This design comes from an exercise in tuning for small area on the open sky130 flow, not from production work.
Only simulation tests tie the RTL to the original design; equivalence was not proved.

the reference run:
==> flow/design.v <==
`timescale 1ns / 1ps
module Seven_seg_decoder(
    input [3:0] input_digit,
    output [7:1] seg_set
    );
    localparam [15:0] S7 = 16'b1111110001010010;
    localparam [15:0] S6 = 16'b1111110001100000;
    localparam [15:0] S5 = 16'b1111110000000100;
    localparam [15:0] S4 = 16'b1111111010010010;
    localparam [15:0] S3 = 16'b1111111010111010;
    localparam [15:0] S2 = 16'b1111110010001110;
    localparam [15:0] S1 = 16'b1111110010000011;
    assign seg_set = {S7[input_digit], S6[input_digit], S5[input_digit], S4[input_digit],
                      S3[input_digit], S2[input_digit], S1[input_digit]};
endmodule
`timescale 1ns / 1ps
module Debouncer #(parameter [8:0] KV = 9'b000000011) (
    input clk_i,
    input alive,
    input button,
    output pulse
    );
    localparam [8:0] TV = 9'b010000111;    
    localparam [8:0] INV = 9'b010101010;
    reg P, C;
    reg [8:0] q;
    wire [8:0] c = q ^ INV;
    wire Pe = P & alive;
    wire Ce = C & alive;
    wire tc = (c == TV);
    always @(posedge clk_i)
    begin
        P <= Pe ^ (Ce & tc);
        C <= Ce ? ~tc : (Pe ^ button);
        q <= (Ce ? {c[7:0], ~(c[8] ^ c[4])} : {8'b0, ~Pe}) ^ INV;
    end
    assign pulse = Ce & ~Pe & (c == KV);
endmodule
`timescale 1ns / 1ps
module Main_clock(
    input clk_i,
    input alive,
    input t_pulse,       
    input h_pulse,       
    input m_pulse,       
    output reg [3:0] hr_left,
    output reg [3:0] hr_right,
    output reg [2:0] min_left,
    output reg [3:0] min_right
    );
    localparam [14:0] INV = 15'b010101010101010;
    localparam [14:0] LV = 15'b101010101010101;
    localparam [14:0] TF = 15'b111010101001010;
    localparam [14:0] MF = 15'b000000000110000;
    localparam [14:0] TS = 15'b101001010010011;
    localparam [14:0] MS = 15'b101011111111011;
    reg mode;
    reg ph, pm;
    reg [14:0] tq;
    wire [14:0] tc = tq ^ INV;
    reg [5:0] seconds;
    wire ht = t_pulse;
    wire hh = ph & ~ht;
    wire hm = pm & ~ht & ~ph;
    wire tick = ~ht & (mode ? ((tc & MF) == (TF & MF)) : ((tc & MS) == (TS & MS)));
    wire A = &seconds[5:2];                        
    wire B = ~A & (min_right == 4'd10);
    wire Cc = ~A & ~B & min_left[2] & min_left[1];  
    wire D = ~A & ~B & ~Cc & (hr_right == 4'd10);
    wire E = ~A & ~B & ~Cc & ~D & (hr_left == 4'd2) & (hr_right == 4'd4);
    always @(posedge clk_i)
    begin
        mode <= alive & (mode ^ ht);
        ph <= alive & (h_pulse | (ph & ht));
        pm <= alive & (m_pulse | (pm & (ht | ph)));
        tq <= ((tick | ht | ~alive) ? LV : {tc[13:0], ~(tc[14] ^ tc[6])}) ^ INV;
        seconds <= (A | ~alive) ? 6'd0 : seconds + {5'd0, tick};
        min_right <= (B | ~alive) ? 4'd0 : (A | hm) ? min_right + 4'd1 : min_right;
        min_left <= ~alive ? 3'd0 : B ? min_left + 3'd1 : Cc ? 3'd0 : min_left;
        hr_right <= (D | E | ~alive) ? 4'd0 : (Cc | hh) ? hr_right + 4'd1 : hr_right;
        hr_left <= ~alive ? 4'd0 : D ? hr_left + 4'd1 : E ? 4'd0 : hr_left;
    end
endmodule
`timescale 1ns / 1ps
module Display_driver(
    input clk_i,
    input rst_i,
    input [3:0] hr_left,
    input [3:0] hr_right,
    input [2:0] min_left,
    input [3:0] min_right,
    output alive,
    output [7:0] led7_an_o,
    output [7:0] led7_seg_o
    );
    localparam [5:0] T50 = 6'b010001;
    localparam [5:0] R50 = 6'b110001;
    reg [5:0] c50;
    reg started;
    reg [8:0] r;         
    reg blink;
    reg [3:0] d;         
    wire refresh = (c50 == T50);
    assign alive = (c50 != R50);
    wire wrap = &r;
    reg [3:0] dsel;
    always @(*)
        case (r[1:0])
            2'd0: dsel = hr_left;
            2'd1: dsel = hr_right;
            2'd2: dsel = {1'b0, min_left};
            default: dsel = min_right;
        endcase
    always @(posedge clk_i or posedge rst_i)
    begin
        if(rst_i)
        begin
            c50 <= R50;
            started <= 1'b0;
        end
        else
        begin
            c50 <= {c50[4:0], ~(c50[5] ^ c50[0]) ^ refresh};
            started <= started | refresh;
        end
    end
    always @(posedge clk_i)
    begin
        if (~alive)
            r <= 9'd112;
        else if (refresh)
            r <= wrap ? 9'd112 : r + 9'd1;
        blink <= alive & (blink ^ (refresh & wrap));
        if (refresh)
            d <= dsel;
    end
    wire [7:1] seg;
    Seven_seg_decoder dec(d, seg);
    assign led7_an_o[7:4] = 4'b1111;
    assign led7_an_o[3] = started & (r[1:0] != 2'd1);
    assign led7_an_o[2] = started & (r[1:0] != 2'd2);
    assign led7_an_o[1] = started & (r[1:0] != 2'd3);
    assign led7_an_o[0] = started & (r[1:0] != 2'd0);
    assign led7_seg_o[7:1] = started ? seg : 7'd0;
    assign led7_seg_o[0] = started & ((r[1:0] != 2'd2) | blink);
endmodule
`timescale 1ns / 1ps
module Top_module(
    input clk_i,
    input rst_i,
    input button_hr_i,
    input button_min_i,
    input button_test_i,
    output [7:0] led7_an_o,
    output [7:0] led7_seg_o
    );
    wire [3:0] hr_left;
    wire [3:0] hr_right;
    wire [2:0] min_left;
    wire [3:0] min_right;
    wire h_pulse, m_pulse, t_pulse;
    wire alive;      
    Debouncer #(.KV(9'b000000011)) hr_up(.clk_i(clk_i), .alive(alive), .button(button_hr_i), .pulse(h_pulse));
    Debouncer #(.KV(9'b000000011)) min_up(.clk_i(clk_i), .alive(alive), .button(button_min_i), .pulse(m_pulse));
    Debouncer #(.KV(9'b000000111)) testing(.clk_i(clk_i), .alive(alive), .button(button_test_i), .pulse(t_pulse));
    Main_clock Clock(.clk_i(clk_i), .alive(alive), .t_pulse(t_pulse), .h_pulse(h_pulse), .m_pulse(m_pulse), .hr_left(hr_left), .hr_right(hr_right), .min_left(min_left), .min_right(min_right));
    Display_driver Display(.clk_i(clk_i), .rst_i(rst_i), .hr_left(hr_left), .hr_right(hr_right), .min_left(min_left), .min_right(min_right), .alive(alive), .led7_an_o(led7_an_o), .led7_seg_o(led7_seg_o));
endmodule
==> flow/config.mk <==
export PLATFORM = sky130hd
export DESIGN_NAME = Top_module
export DESIGN_NICKNAME = Top_module
export VERILOG_FILES = /design/flow/design.v
export SDC_FILE = /design/flow/constraint.sdc
export NUM_CORES = 4
export LEC_CHECK = 0
export CAP_MARGIN = 20
export CORE_MARGIN = 2
export CORE_UTILIZATION = 40
export SLEW_MARGIN = 20
==> flow/constraint.sdc <==
create_clock -name core_clock -period 10.0 [get_ports {clk_i}]
set_input_delay 2.0000 -clock core_clock [delete_from_list [all_inputs] [get_ports {clk_i}]]
set_output_delay 2.0000 -clock core_clock [all_outputs]
set_load 0.01 [all_outputs]
standard.sh (not shown) runs the stock make flow with config.mk's settings and CLKGATE_MAP_FILE= SYNTH_SCRIPT=/design/flow/synth_recipe.tcl, a recipe that flattens the netlist after the stock synthesis.
==> flow/flow/run.sh <==
#!/bin/bash
# Own layout flow: the standard layout (standard.sh) with three changes:
#  - synthesis maps logic with an area-oriented ABC script (flow/area.abc) and skips the
#    adder extraction; registers are inferred and mapped exactly as in the standard synthesis
#  - ports are buffered with the smallest buffer cell
#  - clock tree synthesis inserts no dummy loads
# make's full output goes to make.log in the work folder; ORFS's per-step logs are under orfs/logs.
set -euo pipefail
HERE=$(pwd)
export MY_ABC_SCRIPT="$HERE/flow/area.abc"
bash standard.sh \
  "SYNTH_SCRIPT=$HERE/flow/synth.tcl" \
  "ADDER_MAP_FILE=" \
  "BUFFER_PORTS_ARGS=-buffer_cell sky130_fd_sc_hd__buf_1" \
  "CTS_ARGS=-buf_list sky130_fd_sc_hd__clkbuf_8 -sink_clustering_enable -sink_clustering_size 30 -sink_clustering_max_diameter 150 -repair_clock_nets -dont_use_dummy_load" \
  finish > "$HERE/make.log" 2>&1
==> flow/flow/area.abc <==
&get -n
&st
&dch -f
&nf -R 1000
&put
mfs2
strash
&get -n
&dch -f
&nf -R 1000
&put
==> flow/flow/synth.tcl <==
proc synth {args} { yosys synth -nofsm -noshare {*}$args }
# The standard synthesis (synth_recipe.tcl), with ORFS's ABC mapping script swapped for the
# area-oriented script in MY_ABC_SCRIPT; registers and everything else are as standard.
proc abc {args} {
  set i [lsearch -exact $args -script]
  if {$i >= 0 && [info exists ::env(MY_ABC_SCRIPT)]} {
    set args [lreplace $args $i [expr {$i + 1}] -script $::env(MY_ABC_SCRIPT)]
  }
  yosys abc {*}$args
}
source $::env(SCRIPTS_DIR)/synth.tcl
# left out here: clear keep_hierarchy, flatten, clean up, hide names made inside functions, write 1_2_yosys.v
diff inputs: the reference run => the trial run
-- flow/flow/run.sh --
<<< the reference run, line 14
  "BUFFER_PORTS_ARGS=-buffer_cell sky130_fd_sc_hd__buf_1" \
  "CTS_ARGS=-buf_list sky130_fd_sc_hd__clkbuf_8 -sink_clustering_enable -sink_clustering_size 30 -sink_clustering_max_diameter 150 -repair_clock_nets -dont_use_dummy_load" \
  finish > "$HERE/make.log" 2>&1
>>> the trial run, line 14
  "BUFFER_PORTS_ARGS=-buffer_cell sky130_fd_sc_hd__buf_1" \
  "CTS_ARGS=-sink_clustering_enable -repair_clock_nets -dont_use_dummy_load" \
  finish > "$HERE/make.log" 2>&1
[summary]
- Taking the reference run as the reference, in the trial run global-route track usage on met1 shows no meaningful change; number of different library cells in the post-synthesis netlist shows no meaningful change; tightest hold margin shows no meaningful change.
- Area used by multi-input combinational logic: the trial run vs the reference run, no meaningful difference
- Diff the reference run -> the trial run: worst slack at placement flat, core utilization flat, instance count of the mapped netlist flat, detailed router's first-iteration violation count flat.
- From the reference run to the trial run, number of diodes did not move at all.

-- static timing again, ports no longer ideal --
How much do the figures lean on ideal ports? The routed layouts below were timed once more, with nothing changed but the port constraints. Step 1: set_driving_cell puts a clkbuf_16 on clk_i and a buf_2 on each other input, an assumption about the parent block. Step 2 adds t to the input delays and takes it off the output delays; t is the mean of the earliest and latest rising clock arrival at the registers after step 1. Input paths then give back, and output paths get back, about the clock's delay inside the block. Slacks: no drivers / after step 1 / after step 2; pairs: no drivers / after step 1.
run	t, ns	setup WS [ns]	worst hold slack (ns)	worst setup path at the end	clock arrival spread, ns
the reference run	0.365	6.386 / 6.355 / 6.557	0.373 / 0.373 / 0.373	register to register	0.024 / 0.023
the trial run	0.365	6.386 / 6.355 / 6.557	0.373 / 0.373 / 0.373	register to register	0.024 / 0.023
After both steps setup and hold are still met in every run listed.
